This is an optimization exercise on Yosys and OpenROAD, whose aim is small area and a short achievable clock period, not a production implementation.
RTL that was checked went through simulation tests only; none was proved equivalent to the original.
Power figures rest on the tool's default switching activity, not on a simulated workload.

==> module CPU, before the edit <==
module CPU(
    input clock,
    input Load,
    input reset,
    input [7:0] data_in,
    output [7:0] Instruction,
    output [7:0] Acc,
    output [7:0] Mem,
    output [4:0] Program_counter
    );
    reg [7:0] ir;        
    reg [4:0] pc;
    reg [4:0] mar;       
    reg [2:0] xop;       
    reg       run;
    reg [7:0] acc;
    reg [7:0] mdr;       
    reg [31:0] vld;      
    reg [255:0] mem;     
    reg       pv;        
    reg [4:0] pa;        
    reg [7:0] pd;        
    wire [2:0] op = ir[7:5];
    wire [4:0] ad = ir[4:0];
    wire issue = ~Load & (|op);
    wire xalu = xop[2] ^ xop[1];             
    wire xsto = xop == 3'b110;
    wire acc_we = run & ~Load & xalu;
    wire mem_we = run & ~Load & xsto;
    wire [7:0] a = acc;
    wire [7:0] b = mdr;
    wire [7:0] p = a ^ b;
    wire [7:0] g = a & b;
    wire [7:0] o = a | b;
    wire [7:0] g1, p1, g2, p2, g3;
    genvar i;
    generate
        for (i = 0; i < 8; i = i + 1) begin : l1
            if (i % 2 == 1) begin : m
                assign g1[i] = g[i] | (p[i] & g[i-1]);
                assign p1[i] = p[i] & p[i-1];
            end else begin : k
                assign g1[i] = g[i];
                assign p1[i] = p[i];
            end
        end
        for (i = 0; i < 8; i = i + 1) begin : l2
            if (i % 4 >= 2) begin : m
                assign g2[i] = g1[i] | (p1[i] & g1[(i/4)*4+1]);
                assign p2[i] = p1[i] & p1[(i/4)*4+1];
            end else begin : k
                assign g2[i] = g1[i];
                assign p2[i] = p1[i];
            end
        end
        for (i = 0; i < 8; i = i + 1) begin : l3
            if (i >= 4) begin : m
                assign g3[i] = g2[i] | (p2[i] & g2[3]);
            end else begin : k
                assign g3[i] = g2[i];
            end
        end
    endgenerate
    wire [7:0] sum = p ^ {g3[6:0], 1'b0};
    reg [7:0] alu;
    always @(*) begin
        case ({xop[2], xop[0]})
            2'b00: alu = sum;    
            2'b01: alu = g;      
            2'b10: alu = p;      
            default: alu = b;    
        endcase
    end
    wire z_add = ~p[0] & (&(p[7:1] ~^ o[6:0]));
    reg zalu;
    always @(*) begin
        case ({xop[2], xop[0]})
            2'b00: zalu = z_add;
            2'b01: zalu = ~|g;
            2'b10: zalu = ~|p;
            default: zalu = ~|b;
        endcase
    end
    wire zero = xalu ? zalu : ~|a;
    wire [3:0] rda = 4'b1 << ad[1:0];
    wire [7:0] rdb = 8'b1 << ad[4:2];
    wire [31:0] rsel;
    wire [7:0] rdata;
    generate
        for (i = 0; i < 32; i = i + 1) begin : rs
            assign rsel[i] = rda[i % 4] & rdb[i / 4] & vld[i];
        end
        for (i = 0; i < 8; i = i + 1) begin : rb
            wire [31:0] t;
            genvar j;
            for (j = 0; j < 32; j = j + 1) begin : w
                assign t[j] = rsel[j] & mem[8*j + i];
            end
            wire r1b = rda[3] & rdb[6] & ~vld[27];
            wire r1c = rda[0] & rdb[7] & ~vld[28];
            assign rdata[i] = (|t) | r1b | ((i % 2 == 1) ? r1c : 1'b0);
        end
    endgenerate
    wire fwd = mem_we & (mar == ad);        
    wire pfwd = pv & (pa == ad);            
    always @(posedge clock or posedge reset) begin
        if (reset) begin
            ir  <= 8'd0;
            pc  <= 5'd0;
            mar <= 5'd0;
            xop <= 3'd0;
            run <= 1'b0;
            acc <= 8'd0;
            mdr <= 8'd0;
            vld <= 32'd0;
        end else begin
            ir  <= data_in;
            run <= issue;
            if (issue) begin
                mar <= ad;
                xop <= op;
                if (op == 3'b111)
                    pc <= ad;
                else if (op == 3'b001 && zero)
                    pc <= pc + 5'd2;
                else
                    pc <= pc + 5'd1;
                mdr <= fwd ? acc : pfwd ? pd : rdata;
            end else if (mem_we) begin
                mdr <= acc;
            end
            if (acc_we)
                acc <= alu;
            vld <= vld | wsel;
        end
    end
    always @(posedge clock or posedge reset) begin
        if (reset)
            pv <= 1'b0;
        else
            pv <= mem_we;
    end
    always @(posedge clock) begin
        pa <= mar;
        pd <= acc;
    end
    wire [3:0] wra = 4'b1 << pa[1:0];
    wire [7:0] wrb = 8'b1 << pa[4:2];
    wire [31:0] wsel;
    generate
        for (i = 0; i < 32; i = i + 1) begin : ws
            assign wsel[i] = pv & wra[i % 4] & wrb[i / 4];
            always @(posedge clock) begin
                if (wsel[i])
                    mem[8*i +: 8] <= pd;
            end
        end
    endgenerate
    assign Instruction = ir;
    assign Acc = acc;
    assign Mem = mdr;
    assign Program_counter = pc;
endmodule
==> flow/config.mk <==
export PLATFORM = sky130hd
export DESIGN_NAME = CPU
export DESIGN_NICKNAME = CPU
export VERILOG_FILES = /design/flow/design.v
export SDC_FILE = /design/flow/constraint.sdc
export NUM_CORES = 4
export LEC_CHECK = 0
export CAP_MARGIN = 20
export CORE_MARGIN = 2
export CORE_UTILIZATION = 55
export CTS_CLUSTER_DIAMETER = 80
export CTS_CLUSTER_SIZE = 24
export SETUP_SLACK_MARGIN = 3.8
export SLEW_MARGIN = 20
==> flow/constraint.sdc <==
create_clock -name core_clock -period 6.2 [get_ports {clock}]
set_input_delay 1.2400 -clock core_clock [delete_from_list [all_inputs] [get_ports {clock}]]
set_output_delay 1.2400 -clock core_clock [all_outputs]
set_load 0.01 [all_outputs]
standard.sh (not shown) runs the stock make flow with config.mk's settings and CLKGATE_MAP_FILE= SYNTH_SCRIPT=/design/flow/synth_recipe.tcl, a recipe that flattens the netlist after the stock synthesis.
==> flow/flow/run.sh <==
#!/bin/bash
# Layout: the standard ORFS flow, with the port buffers made plain buffers
# (buf_4) instead of the cell buffer_ports picks by default (a delay cell).
set -euo pipefail
bash standard.sh BUFFER_PORTS_ARGS="-buffer_cell sky130_fd_sc_hd__buf_4" finish > flow_standard.log 2>&1
The baseline produced a clean layout.
==> next run, changes <==
--- a/flow/design.v
+++ b/flow/design.v
@@ -17,11 +17,8 @@
     reg [7:0] acc;
     reg [7:0] mdr;       
     reg [31:0] vld;      
     reg [255:0] mem;     
-    reg       pv;        
-    reg [4:0] pa;        
-    reg [7:0] pd;        
     wire [2:0] op = ir[7:5];
     wire [4:0] ad = ir[4:0];
     wire issue = ~Load & (|op);
     wire xalu = xop[2] ^ xop[1];             
@@ -101,10 +98,9 @@
             wire r1c = rda[0] & rdb[7] & ~vld[28];
             assign rdata[i] = (|t) | r1b | ((i % 2 == 1) ? r1c : 1'b0);
         end
     endgenerate
-    wire fwd = mem_we & (mar == ad);        
-    wire pfwd = pv & (pa == ad);            
+    wire fwd = mem_we & (mar == ad);
     always @(posedge clock or posedge reset) begin
         if (reset) begin
             ir  <= 8'd0;
             pc  <= 5'd0;
@@ -125,36 +121,26 @@
                 else if (op == 3'b001 && zero)
                     pc <= pc + 5'd2;
                 else
                     pc <= pc + 5'd1;
-                mdr <= fwd ? acc : pfwd ? pd : rdata;
+                mdr <= fwd ? acc : rdata;
             end else if (mem_we) begin
                 mdr <= acc;
             end
             if (acc_we)
                 acc <= alu;
             vld <= vld | wsel;
         end
     end
-    always @(posedge clock or posedge reset) begin
-        if (reset)
-            pv <= 1'b0;
-        else
-            pv <= mem_we;
-    end
-    always @(posedge clock) begin
-        pa <= mar;
-        pd <= acc;
-    end
-    wire [3:0] wra = 4'b1 << pa[1:0];
-    wire [7:0] wrb = 8'b1 << pa[4:2];
+    wire [3:0] wra = 4'b1 << mar[1:0];
+    wire [7:0] wrb = 8'b1 << mar[4:2];
     wire [31:0] wsel;
     generate
         for (i = 0; i < 32; i = i + 1) begin : ws
-            assign wsel[i] = pv & wra[i % 4] & wrb[i / 4];
+            assign wsel[i] = mem_we & wra[i % 4] & wrb[i / 4];
             always @(posedge clock) begin
                 if (wsel[i])
-                    mem[8*i +: 8] <= pd;
+                    mem[8*i +: 8] <= acc;
             end
         end
     endgenerate
     assign Instruction = ir;
=>
- The changed run produced a clean layout
- final area increases by a few percent
- sequential power is lower by a little under a tenth
- routed wire length climbs by about a fifth
- sequential share of layout area goes down by 5.2 points
- power rises by a few percent
- clock skew drops by 0.014 ns
- setup slack got worse by 0.023 ns
- flip-flop and latch count drops by 14
- synthesized area went up slightly
No functional check of the RTL was part of the first run of this note.

## port drivers added, routing unchanged
The results above use ideal ports. As a check the final layouts listed here were re-extracted and re-timed, cells and wires unchanged.
Step 1: set_driving_cell puts a clkbuf_16 on clock and a buf_2 on each other input, an assumption about the parent block.
Step 2 times the ports against the registers' clock, not the clock port: input delays grow and output delays shrink by t, the midpoint of the rising clock arrivals with the driver on.
Slacks: no drivers / after step 1 / after step 2; pairs: no drivers / after step 1.
run | shift t [ns] | slack for setup (ns) | hold WS [ns] | worst register clock-pin slew, ns | cell pins on the clock port's net
the first run | 0.571 | 3.678 / 3.678 / 3.326 | 0.435 / 0.435 / 0.435 | 0.10 / 0.10 | 1
the second run | 0.566 | 3.655 / 3.600 / 3.294 | 0.467 / 0.467 / 0.467 | 0.10 / 0.10 | 1
After both steps every run listed still meets setup and hold. The setup slack of the second run, which loses most, moves by -0.055 ns with the drivers and by -0.361 ns with both steps.
